This is an optimization exercise on Yosys and OpenROAD, whose aim is small area, not a production implementation. Where RTL was checked, it was by simulation tests only, not by an equivalence proof against the original.

lane 2:
## cordic_pipelined
module cordic_pipelined
(
	input  clk,rst,
	input  signed [15:0] z,
	output signed [15:0] x,y
);
==> flow/config.mk <==
export PLATFORM = sky130hd
export DESIGN_NAME = cordic_pipelined
export DESIGN_NICKNAME = cordic_pipelined
export VERILOG_FILES = /design/flow/design.v
export SDC_FILE = /design/flow/constraint.sdc
export NUM_CORES = 4
export LEC_CHECK = 0
export CAP_MARGIN = 20
export CORE_MARGIN = 2
export CORE_UTILIZATION = 40
export CTS_BUF_LIST = sky130_fd_sc_hd__clkbuf_8
export CTS_CLUSTER_DIAMETER = 60
export CTS_CLUSTER_SIZE = 20
export SLEW_MARGIN = 20
==> flow/constraint.sdc <==
create_clock -name core_clock -period 7.0 [get_ports {clk}]
set_input_delay 1.4000 -clock core_clock [delete_from_list [all_inputs] [get_ports {clk}]]
set_output_delay 1.4000 -clock core_clock [all_outputs]
set_load 0.01 [all_outputs]
run.sh (not shown) runs the stock make flow with config.mk's settings and CLKGATE_MAP_FILE= SYNTH_SCRIPT=/design/flow/synth_recipe.tcl, a recipe that flattens the netlist after the stock synthesis.
#### Input delta (lane 5 over lane 2)
Settings: CTS_CLUSTER_SIZE: 20 -> unset; CTS_BUF_LIST: sky130_fd_sc_hd__clkbuf_8 -> unset; CTS_CLUSTER_DIAMETER: 60 -> unset.
Findings:
Lane 5 ends up with higher clock buffer instance count of the final layout than lane 2 does. | global-route usage | higher: lane 5 |. Looking at number of global-route vias before repair across lane 2 and lane 5, the one that comes out higher is lane 5.
Function was not checked in any run of this note: the RTL went through the layout flow alone.

========
cordic_pipelined, a different RTL version from the one above (not shown whole).
For scale: roughly 16000 um2 of cells after synthesis.
==> flow/config.mk <==
export PLATFORM = sky130hd
export DESIGN_NAME = cordic_pipelined
export DESIGN_NICKNAME = cordic_pipelined
export VERILOG_FILES = /design/flow/design.v
export SDC_FILE = /design/flow/constraint.sdc
export NUM_CORES = 4
export LEC_CHECK = 0
export CAP_MARGIN = 20
export CORE_MARGIN = 2
export CORE_UTILIZATION = 40
export CTS_BUF_LIST = sky130_fd_sc_hd__clkbuf_16
export CTS_CLUSTER_DIAMETER = 80
export CTS_CLUSTER_SIZE = 30
export GPL_TIMING_DRIVEN = 0
export SLEW_MARGIN = 20
==> flow/constraint.sdc <==
create_clock -name core_clock -period 7.0 [get_ports {clk}]
set_input_delay 1.4000 -clock core_clock [delete_from_list [all_inputs] [get_ports {clk}]]
set_output_delay 1.4000 -clock core_clock [all_outputs]
set_load 0.01 [all_outputs]
standard.sh (not shown) runs the stock make flow with config.mk's settings and CLKGATE_MAP_FILE= SYNTH_SCRIPT=/design/flow/synth_recipe.tcl, a recipe that flattens the netlist after the stock synthesis.
==> flow/flow/run.sh <==
#!/bin/bash
# Layout flow: the standard flow (standard.sh) with the synthesised netlist
# re-optimised before floorplanning. The registers (their names and cells),
# the full adders and ports are kept; only the gates between them
# change, and the logic function stays the same:
#   1. fixpol.py re-chooses the polarity of each full adder and XOR gate so
#      that the inverters Yosys's extract_fa left around them go away (a full
#      adder is self-dual; an XOR gate absorbs input inversions and can be
#      swapped for an XNOR);
#   2. ABC re-maps the remaining gates for area (deepsyn, then map -a);
#   3. fixpol.py again.
# Port buffers use buf_1; CTS inserts no dummy loads. Each tool writes its full output to a log file of its
# own in this folder.
set -euo pipefail
W=$(pwd)
R="$W/orfs/results/${FLOW_PLATFORM}/cordic_pipelined/base"
LIB="$FLOW_HOME/platforms/${FLOW_PLATFORM}/lib/sky130_fd_sc_hd__tt_025C_1v80.lib"
YOSYS="$FLOW_HOME/../tools/install/yosys/bin/yosys"
[[ -x "$YOSYS" ]] || YOSYS=yosys
PORTBUF="BUFFER_PORTS_ARGS=-buffer_cell sky130_fd_sc_hd__buf_1"
# clock tree: the standard CTS call with config.mk's clustering, without dummy loads
CTSARGS="CTS_ARGS=-sink_clustering_enable -repair_clock_nets -dont_use_dummy_load -sink_clustering_size 30 -sink_clustering_max_diameter 80 -buf_list sky130_fd_sc_hd__clkbuf_16"
DONTUSE=$(sed -n '/^export DONT_USE_CELLS/,/^$/p' "$FLOW_HOME/platforms/${FLOW_PLATFORM}/config.mk" \
  | grep -o 'sky130_fd_sc_hd__[a-z0-9_]*' | sed 's/^/-dont_use /' | tr '\n' ' ')
PERIOD_PS=$(python3 -c "print(int(round(float('$FLOW_PERIOD_NS') * 1000)))")

# 1. standard synthesis (synth_recipe.tcl), netlist only
bash standard.sh "$PORTBUF" "$R/1_2_yosys.v" > "$W/flow_01_synth.log" 2>&1
cp "$R/1_2_yosys.v" "$W/net_0_synth.v"

top_only() {  # keep only the top module of a Yosys-written netlist
  python3 - "$1" "$2" "$FLOW_TOP" <<'PY'
import re, sys
t = open(sys.argv[1]).read()
mods = re.split(r'(?=^module )', t, flags=re.M)
keep = [m for m in mods if re.match(r'module %s\s*\(' % re.escape(sys.argv[3]), m)]
assert len(keep) == 1
open(sys.argv[2], 'w').write(keep[0])
PY
}

fixpol() {  # $1 in.v $2 out.v $3 log tag
  "$YOSYS" -p "read_liberty -lib $LIB; read_verilog $1; hierarchy -top $FLOW_TOP; write_json $W/$3_in.json" > "$W/flow_$3_read.log" 2>&1
  python3 "$W/flow/fixpol.py" "$W/$3_in.json" "$W/$3_out.json" > "$W/flow_$3_fixpol.log" 2>&1
  "$YOSYS" -p "read_json $W/$3_out.json; hierarchy -top $FLOW_TOP; opt_clean; write_verilog -noattr -nohex -nodec $W/$3_all.v" > "$W/flow_$3_write.log" 2>&1
  top_only "$W/$3_all.v" "$2"
}

# 2. polarity fix
fixpol "$W/net_0_synth.v" "$W/net_1_fixpol.v" 02

# 3. area re-mapping of the gates between registers, adders and ports
cat > "$W/resyn.abc" <<ABC
strash
&get -n
&deepsyn -J 50 -T 600
&put
dch
map -a
topo
ABC
KEEP="sky130_fd_sc_hd__fa_1 sky130_fd_sc_hd__fa_2 sky130_fd_sc_hd__fa_4 sky130_fd_sc_hd__dfxtp_1 sky130_fd_sc_hd__dfxtp_2 sky130_fd_sc_hd__dfxtp_4 sky130_fd_sc_hd__conb_1"
"$YOSYS" -p "read_liberty -ignore_miss_func $LIB; read_verilog $W/net_1_fixpol.v; hierarchy -top $FLOW_TOP; \
  setattr -mod -set keep_hierarchy 1 $KEEP; flatten; opt_clean; select $FLOW_TOP; \
  abc -D $PERIOD_PS -script $W/resyn.abc -liberty $LIB $DONTUSE; select -clear; opt_clean; \
  hierarchy -top $FLOW_TOP; write_verilog -noattr -nohex -nodec $W/03_all.v" > "$W/flow_03_resyn.log" 2>&1
top_only "$W/03_all.v" "$W/net_2_resyn.v"

# 4. polarity fix again
fixpol "$W/net_2_resyn.v" "$W/net_3_fixpol.v" 04

# keep the re-optimised netlist only if it has the same registers
python3 - "$W/net_0_synth.v" "$W/net_3_fixpol.v" > "$W/flow_05_regcheck.log" 2>&1 <<'PY'
import re, sys
def regs(f):
    t = open(f).read()
    return sorted(re.findall(r'(sky130_fd_sc_hd__df\w+)\s+(\S+)\s*\(', t))
a, b = regs(sys.argv[1]), regs(sys.argv[2])
print(len(a), 'registers in synthesis,', len(b), 'after')
assert [n for _, n in a] == [n for _, n in b], 'register names differ'
PY
cp "$W/net_3_fixpol.v" "$R/1_2_yosys.v"

# 5. the rest of the standard flow, from the re-optimised netlist
bash standard.sh "$PORTBUF" "$CTSARGS" finish > "$W/flow_06_layout.log" 2>&1
Other scripts of this flow, unchanged in this note and not shown: flow/flow/fixpol.py
Then changed:
--- a/flow/flow/run.sh
+++ b/flow/flow/run.sh
@@ -21,3 +21,3 @@
 # clock tree: the standard CTS call with config.mk's clustering, without dummy loads
-CTSARGS="CTS_ARGS=-sink_clustering_enable -repair_clock_nets -dont_use_dummy_load -sink_clustering_size 30 -sink_clustering_max_diameter 80 -buf_list sky130_fd_sc_hd__clkbuf_16"
+CTSARGS="CTS_ARGS=-sink_clustering_enable -repair_clock_nets -dont_use_dummy_load -sink_clustering_size 20 -sink_clustering_max_diameter 60 -buf_list sky130_fd_sc_hd__clkbuf_8"
 DONTUSE=$(sed -n '/^export DONT_USE_CELLS/,/^$/p' "$FLOW_HOME/platforms/${FLOW_PLATFORM}/config.mk" \
Settings changed: CTS_BUF_LIST sky130_fd_sc_hd__clkbuf_16 to sky130_fd_sc_hd__clkbuf_8, CTS_CLUSTER_DIAMETER 80 to 60, CTS_CLUSTER_SIZE 30 to 20.
What happened: The new run passed the timing, design-rule and antenna checks. Clock-buffer cell count increases by 10. Worst setup slack gains 34 ps. Synthesized cell count does not change.
Then changed:
--- a/flow/flow/run.sh
+++ b/flow/flow/run.sh
@@ -9,3 +9,3 @@
 #      swapped for an XNOR);
-#   2. ABC re-maps the remaining gates for area (deepsyn, then map -a);
+#   2. ABC re-maps the remaining gates for area (deepsyn, then amap);
 #   3. fixpol.py again.
@@ -58,3 +58,3 @@
 dch
-map -a
+amap
 topo
What happened: The new run finished with timing, DRC and antenna clean; hold slack is worse by 29 ps; global-route usage rises by 1.8 points; die area falls by 2.7%; maximum frequency falls by 2.9%; sequential share of layout area falls by 0.97 points; worst setup slack is worse by 200 ps; wire length rises by 9.2%; via count rises by 15%.

re-timing with driven ports:
Ports are ideal in the flow. The routed layouts listed here were re-timed in OpenROAD.
Step 1, drivers: a clkbuf_16 drives clk and a buf_2 each remaining input, both assumed.
Step 2 times the ports against the registers' clock, not the clock port: input delays grow and output delays shrink by t, the midpoint of the rising clock arrivals with the driver on.
a / b / c = no drivers / after step 1 / after step 2; a / b = the first two.
run	t (ns)	setup slack, ns	worst setup path at the end	clock arrival spread, ns	worst data-port slew with drivers (ns)
lane 2	0.667	0.230 / 0.230 / 0.197	input to register	0.022 / 0.022	0.03
lane 5	0.587	0.188 / 0.188 / 0.170	input to register	0.015 / 0.015	0.03
the first run of note 2	0.532	0.324 / 0.324 / 0.324	register to register	0.062 / 0.061	0.04
the second run of note 2	0.597	0.357 / 0.357 / 0.357	register to register	0.113 / 0.113	0.04
the third run of note 2	0.578	0.159 / 0.159 / 0.159	register to register	0.081 / 0.081	0.04
After both steps setup and hold are still met in every run listed. The setup slack of lane 2, which loses most, moves by 0.000 ns with the drivers and by -0.033 ns with both steps.
